What follows belongs to an exercise in optimizing a design on an open flow for small area and a short achievable clock period; a production flow would make more cautious choices. At most, simulation tests tie the RTL to the original design; equivalence was not proved.

==> job 6474 <==
## desiredDrive_reg
module desiredDrive_reg(
    input clk, rst_n,
    input [11:0] avg_torque,
    input [4:0] cadence,
    input not_pedaling,
    input [12:0] incline,
    input [2:0] scale,
    output logic [11:0] target_curr
);
logic [14:0] ts_nxt, ic_nxt;
logic [14:0] ts_r, ic_r;
desiredDrive iDD(.avg_torque(avg_torque), .cadence(cadence), .not_pedaling(not_pedaling),
                 .incline(incline), .scale(scale), .ts_prod(ts_nxt), .ic_prod(ic_nxt));
always_ff @(posedge clk, negedge rst_n) begin
    if (!rst_n)
        ts_r <= 15'h0000;
    else
        ts_r <= ts_nxt;
end
always_ff @(posedge clk)
    ic_r <= ic_nxt;
wire b_p1 = ts_r[0] & ic_r[0];
wire b_p2 = ts_r[0] & ic_r[1];
wire b_p3 = ts_r[0] & ic_r[2];
wire b_p4 = ts_r[0] & ic_r[3];
wire b_p5 = ts_r[0] & ic_r[4];
wire b_p6 = ts_r[0] & ic_r[5];
wire b_p7 = ts_r[0] & ic_r[6];
wire b_p8 = ts_r[0] & ic_r[7];
wire b_p9 = ts_r[0] & ic_r[8];
wire b_p10 = ts_r[0] & ic_r[9];
wire b_p11 = ts_r[0] & ic_r[10];
wire b_p12 = ts_r[0] & ic_r[11];
wire b_p13 = ts_r[0] & ic_r[12];
wire b_p14 = ts_r[0] & ic_r[13];
wire b_p15 = ts_r[0] & ic_r[14];
wire b_p16 = ts_r[1] & ic_r[0];
wire b_p17 = ts_r[1] & ic_r[1];
wire b_p18 = ts_r[1] & ic_r[2];
wire b_p19 = ts_r[1] & ic_r[3];
wire b_p20 = ts_r[1] & ic_r[4];
wire b_p21 = ts_r[1] & ic_r[5];
wire b_p22 = ts_r[1] & ic_r[6];
wire b_p23 = ts_r[1] & ic_r[7];
wire b_p24 = ts_r[1] & ic_r[8];
wire b_p25 = ts_r[1] & ic_r[9];
wire b_p26 = ts_r[1] & ic_r[10];
wire b_p27 = ts_r[1] & ic_r[11];
wire b_p28 = ts_r[1] & ic_r[12];
wire b_p29 = ts_r[1] & ic_r[13];
wire b_p30 = ts_r[1] & ic_r[14];
wire b_p31 = ts_r[2] & ic_r[0];
wire b_p32 = ts_r[2] & ic_r[1];
wire b_p33 = ts_r[2] & ic_r[2];
wire b_p34 = ts_r[2] & ic_r[3];
wire b_p35 = ts_r[2] & ic_r[4];
wire b_p36 = ts_r[2] & ic_r[5];
wire b_p37 = ts_r[2] & ic_r[6];
wire b_p38 = ts_r[2] & ic_r[7];
wire b_p39 = ts_r[2] & ic_r[8];
wire b_p40 = ts_r[2] & ic_r[9];
wire b_p41 = ts_r[2] & ic_r[10];
wire b_p42 = ts_r[2] & ic_r[11];
wire b_p43 = ts_r[2] & ic_r[12];
wire b_p44 = ts_r[2] & ic_r[13];
wire b_p45 = ts_r[2] & ic_r[14];
wire b_p46 = ts_r[3] & ic_r[0];
wire b_p47 = ts_r[3] & ic_r[1];
wire b_p48 = ts_r[3] & ic_r[2];
wire b_p49 = ts_r[3] & ic_r[3];
wire b_p50 = ts_r[3] & ic_r[4];
wire b_p51 = ts_r[3] & ic_r[5];
wire b_p52 = ts_r[3] & ic_r[6];
wire b_p53 = ts_r[3] & ic_r[7];
wire b_p54 = ts_r[3] & ic_r[8];
wire b_p55 = ts_r[3] & ic_r[9];
  ...
Settings: LEC_CHECK=0, CAP_MARGIN=20, CORE_MARGIN=2, CORE_UTILIZATION=40, SLEW_MARGIN=20; clock period 13.0 ns.
standard.sh (not shown) runs the stock make flow with config.mk's settings and CLKGATE_MAP_FILE= SYNTH_SCRIPT=/design/flow/synth_recipe.tcl, a recipe that flattens the netlist after the stock synthesis.
==> flow/flow/run.sh <==
#!/bin/bash
# Layout flow: the standard flow, except that Yosys's generic "synth -run fine:"
# step skips its early ABC pass (-noabc), so that extract_fa sees the RTL's full
# adders as written (without the input/output inversions the early ABC pass puts
# around them). Everything else (dfflibmap, the final ABC mapping, flatten,
# renaming, floorplan .. finish) is the standard flow unchanged.
set -euo pipefail
HERE=$(pwd)
# ORFS's synth.tcl with the one change
sed 's/synth -top \$::env(DESIGN_NAME) -run fine: {\*}\$synth_full_args/synth -top $::env(DESIGN_NAME) -run fine: -noabc {*}$synth_full_args/' \
    "$FLOW_HOME/scripts/synth.tcl" > "$HERE/synth_noabc.tcl"
grep -q -- '-run fine: -noabc' "$HERE/synth_noabc.tcl"
# The standard flow's synthesis wrapper, sourcing the changed synth.tcl
sed "s#source \$::env(SCRIPTS_DIR)/synth.tcl#source $HERE/synth_noabc.tcl#" synth_recipe.tcl > "$HERE/flow_synth.tcl"
grep -q "source $HERE/synth_noabc.tcl" "$HERE/flow_synth.tcl"
# The standard.sh, pointed at that wrapper
sed "s#SYNTH_SCRIPT=[^ ]*#SYNTH_SCRIPT=$HERE/flow_synth.tcl#" standard.sh > "$HERE/flow_standard.sh"
grep -q "SYNTH_SCRIPT=$HERE/flow_synth.tcl" "$HERE/flow_standard.sh"
bash "$HERE/flow_standard.sh" SETUP_SLACK_MARGIN=7.5 finish > "$HERE/flow_make.log" 2>&1
==> job 9010: changes against job 6474 <==
--- a/flow/flow/run.sh
+++ b/flow/flow/run.sh
@@ -12,8 +12,8 @@
 grep -q -- '-run fine: -noabc' "$HERE/synth_noabc.tcl"
 # The standard flow's synthesis wrapper, sourcing the changed synth.tcl
 sed "s#source \$::env(SCRIPTS_DIR)/synth.tcl#source $HERE/synth_noabc.tcl#" synth_recipe.tcl > "$HERE/flow_synth.tcl"
 grep -q "source $HERE/synth_noabc.tcl" "$HERE/flow_synth.tcl"
 # The standard.sh, pointed at that wrapper
 sed "s#SYNTH_SCRIPT=[^ ]*#SYNTH_SCRIPT=$HERE/flow_synth.tcl#" standard.sh > "$HERE/flow_standard.sh"
 grep -q "SYNTH_SCRIPT=$HERE/flow_synth.tcl" "$HERE/flow_standard.sh"
-bash "$HERE/flow_standard.sh" SETUP_SLACK_MARGIN=7.5 finish > "$HERE/flow_make.log" 2>&1
+bash "$HERE/flow_standard.sh" finish > "$HERE/flow_make.log" 2>&1
==> job 7287: changes against job 6474 <==
--- a/flow/design.v
+++ b/flow/design.v
@@ -403,25 +403,28 @@
     input [4:0] cadence,
     input not_pedaling,
     input [12:0] incline,
     input [2:0] scale,
     output logic [11:0] target_curr
 );
 logic [14:0] ts_nxt, ic_nxt;
-logic [14:0] ts_r, ic_r;
+logic [14:0] ts_rn, ic_rn;
 desiredDrive iDD(.avg_torque(avg_torque), .cadence(cadence), .not_pedaling(not_pedaling),
                  .incline(incline), .scale(scale), .ts_prod(ts_nxt), .ic_prod(ic_nxt));
 always_ff @(posedge clk, negedge rst_n) begin
     if (!rst_n)
-        ts_r <= 15'h0000;
+        ts_rn <= 15'h7FFF;
     else
-        ts_r <= ts_nxt;
+        ts_rn <= ~ts_nxt;
 end
 always_ff @(posedge clk)
-    ic_r <= ic_nxt;
+    ic_rn <= ~ic_nxt;
+logic [14:0] ts_r, ic_r;
+assign ts_r = ~ts_rn;
+assign ic_r = ~ic_rn;
 wire b_p1 = ts_r[0] & ic_r[0];
 wire b_p2 = ts_r[0] & ic_r[1];
 wire b_p3 = ts_r[0] & ic_r[2];
 wire b_p4 = ts_r[0] & ic_r[3];
 wire b_p5 = ts_r[0] & ic_r[4];
 wire b_p6 = ts_r[0] & ic_r[5];
 wire b_p7 = ts_r[0] & ic_r[6];
==> flow/flow/run.sh (replaced) <==
#!/bin/bash
# Layout flow: the standard flow (standard.sh), with these changes:
#  - synthesis: Yosys's generic "synth -run fine:" step skips its early ABC
#    pass (-noabc), so that extract_fa sees the RTL's full adders as written
#    (without the input/output inversions that pass puts around them), and
#    extract_fa looks for full adders only (EXTRACT_FA_ARGS); the rest of
#    synthesis (dfflibmap, the final ABC mapping, flatten, renaming) is as in
#    the standard flow's synthesis;
#  - the port buffers are PORT_BUF cells;
#  - ORFS's timing repair aims for SETUP_SLACK_MARGIN ns of setup slack.
# The SDC, the clock period and every other step are the standard flow's.
set -euo pipefail
HERE=$(pwd)
EXTRACT_FA_ARGS=""
SETUP_MARGIN=6.8
PORT_BUF=sky130_fd_sc_hd__buf_1
# ORFS's synth.tcl with the changes
sed -e 's/synth -top \$::env(DESIGN_NAME) -run fine: {\*}\$synth_full_args/synth -top $::env(DESIGN_NAME) -run fine: -noabc {*}$synth_full_args/' \
    -e "s/extract_fa {\*}\[dont_use_extract_fa_args\]/extract_fa $EXTRACT_FA_ARGS/" \
    "$FLOW_HOME/scripts/synth.tcl" > "$HERE/synth_changed.tcl"
grep -q -- '-run fine: -noabc' "$HERE/synth_changed.tcl"
grep -q -- "^ *extract_fa $EXTRACT_FA_ARGS\$" "$HERE/synth_changed.tcl"
# The standard flow's synthesis wrapper, sourcing the changed synth.tcl
sed "s#source \$::env(SCRIPTS_DIR)/synth.tcl#source $HERE/synth_changed.tcl#" synth_recipe.tcl > "$HERE/flow_synth.tcl"
grep -q "source $HERE/synth_changed.tcl" "$HERE/flow_synth.tcl"
# The standard.sh, pointed at that wrapper
sed "s#SYNTH_SCRIPT=[^ ]*#SYNTH_SCRIPT=$HERE/flow_synth.tcl#" standard.sh > "$HERE/flow_standard.sh"
grep -q "SYNTH_SCRIPT=$HERE/flow_synth.tcl" "$HERE/flow_standard.sh"
bash "$HERE/flow_standard.sh" SETUP_SLACK_MARGIN=$SETUP_MARGIN \
    "BUFFER_PORTS_ARGS=-buffer_cell $PORT_BUF" finish > "$HERE/flow_make.log" 2>&1
- CTS_BUF_LIST: unset -> sky130_fd_sc_hd__clkbuf_4 sky130_fd_sc_hd__clkbuf_8
==> results.toml <==
[power_and_ir_drop]
pg_comb_uw = 943

[clock_network]
postCtsSetupBuffers = 4

[cells_and_area]
multi_input_area_share_pct = 81.47
seq_share_pct = 10.43

[worst_hold_path]
min_path_cells = 4

[setup_path]
max_stage_delay_ns = 0.54

[status]
status = "complete, no violations"

[synthesis]
ys_top_cells_by_count = "258 x nor2_1, 211 x fa_1, 75 x ha_1, 44 x and2_1, 33 x clkbuf_1"
That was job 7287.
==> results.toml <==
[cells_and_area]
multi_input_area_share_pct = 78.33
seq_share_pct = 9.243

[synthesis]
ys_top_cells_by_count = "270 x and2_1, 211 x fa_1, 75 x ha_1, 33 x nor2_1, 32 x clkbuf_1"

[power_and_ir_drop]
pg_comb_mw = 1.04
switchingPower_uw = 715.4

[status]
status = "complete, no violations"

[clock_network]
postCtsSetupBuffers = 25

[setup_path]
max_stage_delay_ns = 0.55
That was job 6474.
==> results.toml <==
[floorplan]
rows = 55

[cells_and_area]
seq_share_pct = 9.546
multi_input_area_share_pct = 80.14
clkbuf_count = 7

[synthesis]
netlist_instances = 855
netlist_area_um2 = 9314
ys_seq_elements = 42
ys_top_cells_by_count = "270 x and2_1, 211 x fa_1, 75 x ha_1, 33 x nor2_1, 32 x clkbuf_1"

[status]
status = "complete, no violations"

[sta]
hold_ws_ns = 1.261

[grt]
use_met1_pct = 27.17

[power_and_ir_drop]
pg_comb_uw = 981

[worst_hold_path]
min_path_cells = 5

[clock_network]
postCtsSetupBuffers = 0

[setup_path]
max_stage_delay_ns = 0.52
That was job 9010.
The RTL of job 7287 was laid out without a check of its function.

==> separate check: timing with driven ports <==
In the flow no input, the clock included, has a driving cell. The finished layouts below were timed again as built, in two steps. Step 1: set_driving_cell puts a clkbuf_16 on clk and a buf_2 on each other input, an assumption about the parent block. Step 2, shift: input delay + t, output delay - t, t = (earliest + latest rising clock arrival at the registers) / 2. This alone moves slack from input paths to output paths. Three values: no drivers, after step 1, after step 2; two values: the first two.
run | t (ns) | setup slack, ns | latest minus earliest clock arrival (ns) | worst register clock-pin slew, ns | worst slew at a driven data input, ns
job 6474 | 0.345 | 6.856 / 6.870 / 6.525 | 0.008 / 0.008 | 0.07 / 0.07 | 0.06
job 9010 | 0.329 | 6.038 / 6.058 / 5.729 | 0.004 / 0.004 | 0.06 / 0.06 | 0.04
job 7287 | 0.364 | 6.843 / 6.846 / 6.482 | 0.011 / 0.011 | 0.10 / 0.10 | 0.06
After both steps every run listed still meets setup and hold. The setup slack of job 7287, which loses most, moves by +0.003 ns with the drivers and by -0.361 ns with both steps.
